From an optimization exercise on the open Yosys and OpenROAD flow, aimed at small area; shortcuts taken in it are not production practice. In this exercise RTL edits were held to simulation tests only and were not proved equivalent to the original.

==> run a: inputs <==
==> flow/design.v (excerpt) <==
module fir(input clk, input rst, input wire signed [15:0] x, output reg signed [31:0] y);
clock: 8.0 ns
lec_check: 0
cap_margin: 20
core_margin: 2
core_utilization: 70
cts_cluster_diameter: 120
cts_cluster_size: 24
slew_margin: 20
synth_hierarchical: 1
synth_minimum_keep_size: 0
run.sh (not shown) runs the stock make flow with config.mk's settings and CLKGATE_MAP_FILE= SYNTH_SCRIPT=/design/flow/synth_recipe.tcl, a recipe that flattens the netlist after the stock synthesis.
==> run b (differences from run a) <==
--- a/flow/design.v
+++ b/flow/design.v
@@ -90,24 +90,21 @@
 		d54 <= ~(d53 | {16{~vg54}});
 		d55 <= d54;
 		d56 <= ~(d55 & {16{vg56}});
 	end
 	reg [31:0] r0, r1;
 	wire [31:0] sa = {c3453, ~c3441, c3431, c3416, c3399, ~c3377, ~c3352, ~c3325, ~c3298, c3267, ~c3231, ~c3192, ~c3152, c3107, ~s3104, c3021, c2982, ~c2941, ~s2940, c2864, s2863, s2827, s2795, ~c2747, s2743, ~s2719, s2700, s2682, s2667, s2654, s2645, s2638};
 	wire [31:0] sb = {~s3457, s3452, ~s3440, s3430, s3415, s3398, ~s3376, ~s3351, ~s3324, ~s3297, s3266, ~s3230, ~s3191, ~s3151, s3106, s3065, s3020, s2981, 1'b0, ~s2902, 1'b0, 1'b0, 1'b0, s2770, ~s2746, s2721, 1'b0, 1'b0, 1'b0, 1'b0, 1'b0, 1'b0};
+	always @(posedge clk) begin
+		r0 <= {~(c2421 | vz), ~(c2409 & vnz), ~(c2392 & vnz), ~(c2367 | vz), ~(c2336 | vz), ~(c2296 & vnz), ~(c2242 & vnz), ~(c2188 & vnz), ~(c2126 | vz), ~(c2056 | vz), ~(c1974 | vz), ~(c1888 | vz), ~(c1797 & vnz), ~(c1703 | vz), ~(c1600 | vz), ~(c1500 & vnz), ~(s1499 | vz), ~(c1302 | vz), ~(s1301 | vz), ~(c1121 & vnz), ~(c1036 | vz), ~(s1035 & vnz), ~(s962 | vz), ~(s893 & vnz), ~(c789 & vnz), ~(c745 | vz), ~(s744 & vnz), ~(s703 & vnz), ~(s678 & vnz), ~(s657 | vz), ~(s641 | vz), ~(s629 & vnz)};
+		r1 <= {~(s2423 & vnz), ~(s2420 & vnz), ~(s2408 | vz), ~(s2391 & vnz), ~(s2366 & vnz), ~(s2335 & vnz), ~(s2295 | vz), ~(s2241 & vnz), ~(s2187 | vz), ~(s2125 & vnz), ~(s2055 & vnz), ~(s1973 & vnz), ~(s1887 & vnz), ~(s1796 | vz), ~(s1702 & vnz), ~(s1599 & vnz), 1'b0, ~(s1397 | vz), 1'b0, ~(s1203 | vz), ~(s1120 | vz), 1'b0, 1'b0, 1'b0, ~(s837 & vnz), ~(s788 | vz), 1'b0, ~(s707 | vz), ~(s681 | vz), ~(s659 & vnz), ~(s644 | vz), ~(s632 & vnz)};
+	end
 	always @(posedge clk or negedge rst) begin
-		if (!rst) begin
-			r0 <= 32'h670915b9;
-			r1 <= 32'hdd7b0085;
-			y <= 32'sd0;
-		end else begin
-			r0 <= {~(c2421 | vz), ~(c2409 & vnz), ~(c2392 & vnz), ~(c2367 | vz), ~(c2336 | vz), ~(c2296 & vnz), ~(c2242 & vnz), ~(c2188 & vnz), ~(c2126 | vz), ~(c2056 | vz), ~(c1974 | vz), ~(c1888 | vz), ~(c1797 & vnz), ~(c1703 | vz), ~(c1600 | vz), ~(c1500 & vnz), ~(s1499 | vz), ~(c1302 | vz), ~(s1301 | vz), ~(c1121 & vnz), ~(c1036 | vz), ~(s1035 & vnz), ~(s962 | vz), ~(s893 & vnz), ~(c789 & vnz), ~(c745 | vz), ~(s744 & vnz), ~(s703 & vnz), ~(s678 & vnz), ~(s657 | vz), ~(s641 | vz), ~(s629 & vnz)};
-			r1 <= {~(s2423 & vnz), ~(s2420 & vnz), ~(s2408 | vz), ~(s2391 & vnz), ~(s2366 & vnz), ~(s2335 & vnz), ~(s2295 | vz), ~(s2241 & vnz), ~(s2187 | vz), ~(s2125 & vnz), ~(s2055 & vnz), ~(s1973 & vnz), ~(s1887 & vnz), ~(s1796 | vz), ~(s1702 & vnz), ~(s1599 & vnz), 1'b0, ~(s1397 | vz), 1'b0, ~(s1203 | vz), ~(s1120 | vz), 1'b0, 1'b0, 1'b0, ~(s837 & vnz), ~(s788 | vz), 1'b0, ~(s707 | vz), ~(s681 | vz), ~(s659 & vnz), ~(s644 | vz), ~(s632 & vnz)};
-			y <= (sa + sb) & {32{vnz}};
-		end
+		if (!rst) y <= 32'sd0;
+		else y <= (sa + sb) & {32{vnz}};
 	end
 	wire s1, c2, s3, c4, s5, c6, s7, c8, s9, c10, s11, c12, s13, c14, s15, c16;
 	wire s17, c18, s19, c20, s21, c22, s23, c24, s25, c26, s27, c28, s29, c30, n31, s32;
 	wire c33, s34, c35, s36, c37, s38, c39, s40, c41, s42, c43, s44, c45, s46, c47, s48;
 	wire c49, s50, c51, s52, c53, s54, c55, s56, c57, s58, c59, s60, c61, s62, c63, n64;
 	wire s65, c66, s67, c68, s69, c70, s71, c72, s73, c74, s75, c76, s77, c78, s79, c80;
 	wire s81, c82, s83, c84, s85, c86, s87, c88, s89, c90, s91, c92, s93, c94, n95, s96;
- CORE_UTILIZATION: 70 -> 60
- CTS_CLUSTER_DIAMETER: 120 -> 110
- CTS_CLUSTER_SIZE: 24 -> 28
- GPL_TIMING_DRIVEN: not set -> 0
- SETUP_SLACK_MARGIN: not set -> 0.1
==> run c (differences from run a) <==
- CORE_UTILIZATION: 70 -> 60
- GPL_TIMING_DRIVEN: not set -> 0
- SETUP_SLACK_MARGIN: not set -> 0.1
==> run notes <==
                                                                            run a      run c      run b
Fraction of post-synthesis cell area in the top cell type by area          51.66%     51.66%     51.82%
Initial antenna violation count                                                12         13         15
Number of clock-tree buffers in the layout                                     69         66         48
CP Depth                                                                       21         14         15
Worst hold margin                                                       0.3171 ns  0.2787 ns  0.3266 ns
Clock-pin slew of the registers on the worst-case setup and hold paths    0.11 ns    0.09 ns    0.11 ns
GRT Util Overall                                                           51.37%     43.37%     42.24%
Outcome                                          no timing/DRC/antenna violations  no timing/DRC/antenna violations  no timing/DRC/antenna violations
Total met3 wirelength after detailed routing                             27390 um   21790 um   20070 um
Met3 track utilization from global routing                                 20.59%     13.81%     11.40%
Worst R2R Setup Slack                                                     0.24 ns    0.16 ns    0.20 ns
Resize count post-CTS                                                           0          5          3
Clock latency on the worst-skew pair                                      0.68 ns    0.71 ns    0.70 ns
Number of antenna repair diodes                                                 7          6          2
WL/cell                                                                  40.20 um   38.22 um   37.50 um
Maximum number of pins on one net before global-route repair                   53         52         30
Sequential cell area share                                                 34.38%     34.44%     34.07%
Register area share after synthesis                                        36.65%     36.65%     36.17%
DIE AREA                                                                81700 um2  95130 um2  94840 um2
Proportion of synthesized area in mux cells                              0.04500%   0.04500%   0.05417%
Critical path buffers and inverters                                             3          0          1
Vias/cell                                                                   6.488      5.960      5.978
Final weighted congestion of routability-driven global placement            1.169      1.060      1.048
Non-Clock Inverter Count                                                      371        371        370

========
==> inputs of run R <==
fir, a different RTL version from the one above (not shown whole).
Design fir, start of the top module:
module fir(input clk, input rst, input wire signed [15:0] x, output reg signed [31:0] y);
export LEC_CHECK = 0
export CAP_MARGIN = 20
export CORE_MARGIN = 2
export CORE_UTILIZATION = 60
export CTS_CLUSTER_DIAMETER = 120
export CTS_CLUSTER_SIZE = 24
export SLEW_MARGIN = 20
export SYNTH_HIERARCHICAL = 1
export SYNTH_MINIMUM_KEEP_SIZE = 0
create_clock -name core_clock -period 8.0 [get_ports {clk}]
==> run X: changes against run R <==
CORE_UTILIZATION = 70   (was 60)
GPL_TIMING_DRIVEN = 0   (was unset)
==> flow_summary_export.csv <==
group,metric,value,unit
outcome,run_status,"finished clean",
final_layout,nNonClkBuffers,79,
global_routing,grt_max_degree,53,
final_layout,final_cell_area,60900,µm²
sta,relSlewSlack,0.210,
critical_path,path_depth,16,
global_routing,grt_pass1_wl,265,mm
critical_path,path_max_fanout,6,
routing,wl_met1,73.8,mm
critical_path,r2r-end,"q0[16]$_DFF_PN1_",
routing,wl_per_cell,36.1,µm
the above is filed under run R

==> flow_summary_export.csv <==
group,metric,value,unit
routing,wl_met1,66.4,mm
critical_path,r2r-end,"r0[15]$_DFF_PN0_",
outcome,run_status,"finished clean",
final_layout,final_cell_area,60500,µm²
sta,relSlewSlack,0.204,
routing,wl_per_cell,37.1,µm
global_routing,grt_max_degree,70,
the above is filed under run X


========
==> v4: inputs <==
Another version of the RTL of fir (not shown whole).
## fir
module fir(input clk, input rst, input wire signed [15:0] x, output reg signed [31:0] y);
Settings: LEC_CHECK=0, CAP_MARGIN=20, CORE_MARGIN=2, CORE_UTILIZATION=40, CTS_BUF_LIST=sky130_fd_sc_hd__clkbuf_4 sky130_fd_sc_hd__clkbuf_8, GPL_TIMING_DRIVEN=0, SLEW_MARGIN=20, SYNTH_HIERARCHICAL=1, SYNTH_MINIMUM_KEEP_SIZE=0; clock period 8.0 ns.
==> inputs of v3, as changes to v4 <==
Settings changed: CTS_BUF_LIST sky130_fd_sc_hd__clkbuf_4 sky130_fd_sc_hd__clkbuf_8 to not set, GPL_TIMING_DRIVEN 0 to not set.
==> run_results.csv <==
group,metric,value,unit
global_route,grt_max_degree,80,
outcome,outcome,"no timing/DRC/antenna violations",
sta,hold_ws,0.294,ns
global_route,grt_pass1_vias,35200,
sta,min_period_over_period,98.9,%
setup_path,crit_start,"vm18",
layout,fillers,13100,
placed_design,place_area,0.0616,mm²
setup_path,cp.arrival,8.61,ns
layout,antennaDiodeCount,5,
routing,dr_wl_met2,87.2,mm
worst_hold_path,hp-start,"d10[8]",
cts,ctsResizeCount,7,
sta,fin_crit,7.91,ns
# the run above: v4

==> run_results.csv <==
group,metric,value,unit
outcome,outcome,"no timing/DRC/antenna violations",
setup_path,cp.arrival,8.21,ns
layout,fillers,13000,
sta,min_period_over_period,95.2,%
routing,drt-met1-wl,78.4,mm
routing,dr_wl_met2,91.2,mm
layout,antennaDiodeCount,0,
setup_path,r2r_start,"vm29",
sta,fin_crit,7.62,ns
setup_path,crit_start,"vm29",
placed_design,place_area,0.0619,mm²
global_route,grt_max_degree,56,
global_route,grt_pass1_vias,34800,
logic_synthesis,ys_async_sr_fraction,14.1,%
# the run above: v3

## what the ideal ports hide
The results above use ideal ports. As a check the final layouts listed here were re-extracted and re-timed, cells and wires unchanged.
Step 1 (the two cells are an assumption about what drives the block):
set clk [get_ports {clk}]
set_driving_cell -lib_cell sky130_fd_sc_hd__clkbuf_16 $clk
set_driving_cell -lib_cell sky130_fd_sc_hd__buf_2 [delete_from_list [all_inputs] $clk]
Step 2 moves the port delays by t, midway between the first and last clock arrival at a register: inputs arrive t later, outputs are due t later. That takes back most of the time a late clock gives input paths.
Slacks: no drivers / after step 1 / after step 2; pairs: no drivers / after step 1.
| run | t, ns | setup WS [ns] | hold WS [ns] |
|---|---|---|---|
| run a | 0.732 | 0.241 / 0.241 / 0.241 | 0.317 / 0.317 / 0.317 |
| run b | 0.752 | 0.196 / 0.196 / 0.196 | 0.327 / 0.327 / 0.327 |
| run c | 0.738 | 0.159 / 0.159 / 0.159 | 0.279 / 0.279 / 0.279 |
| run R | 0.736 | 1.095 / 1.095 / 1.095 | 0.323 / 0.323 / 0.323 |
| run X | 0.705 | 0.894 / 0.894 / 0.894 | 0.317 / 0.317 / 0.317 |
| v4 | 0.914 | 0.091 / 0.091 / 0.091 | 0.294 / 0.294 / 0.294 |
| v3 | 0.786 | 0.380 / 0.380 / 0.380 | 0.307 / 0.307 / 0.307 |
After both steps setup and hold are still met in every run listed.
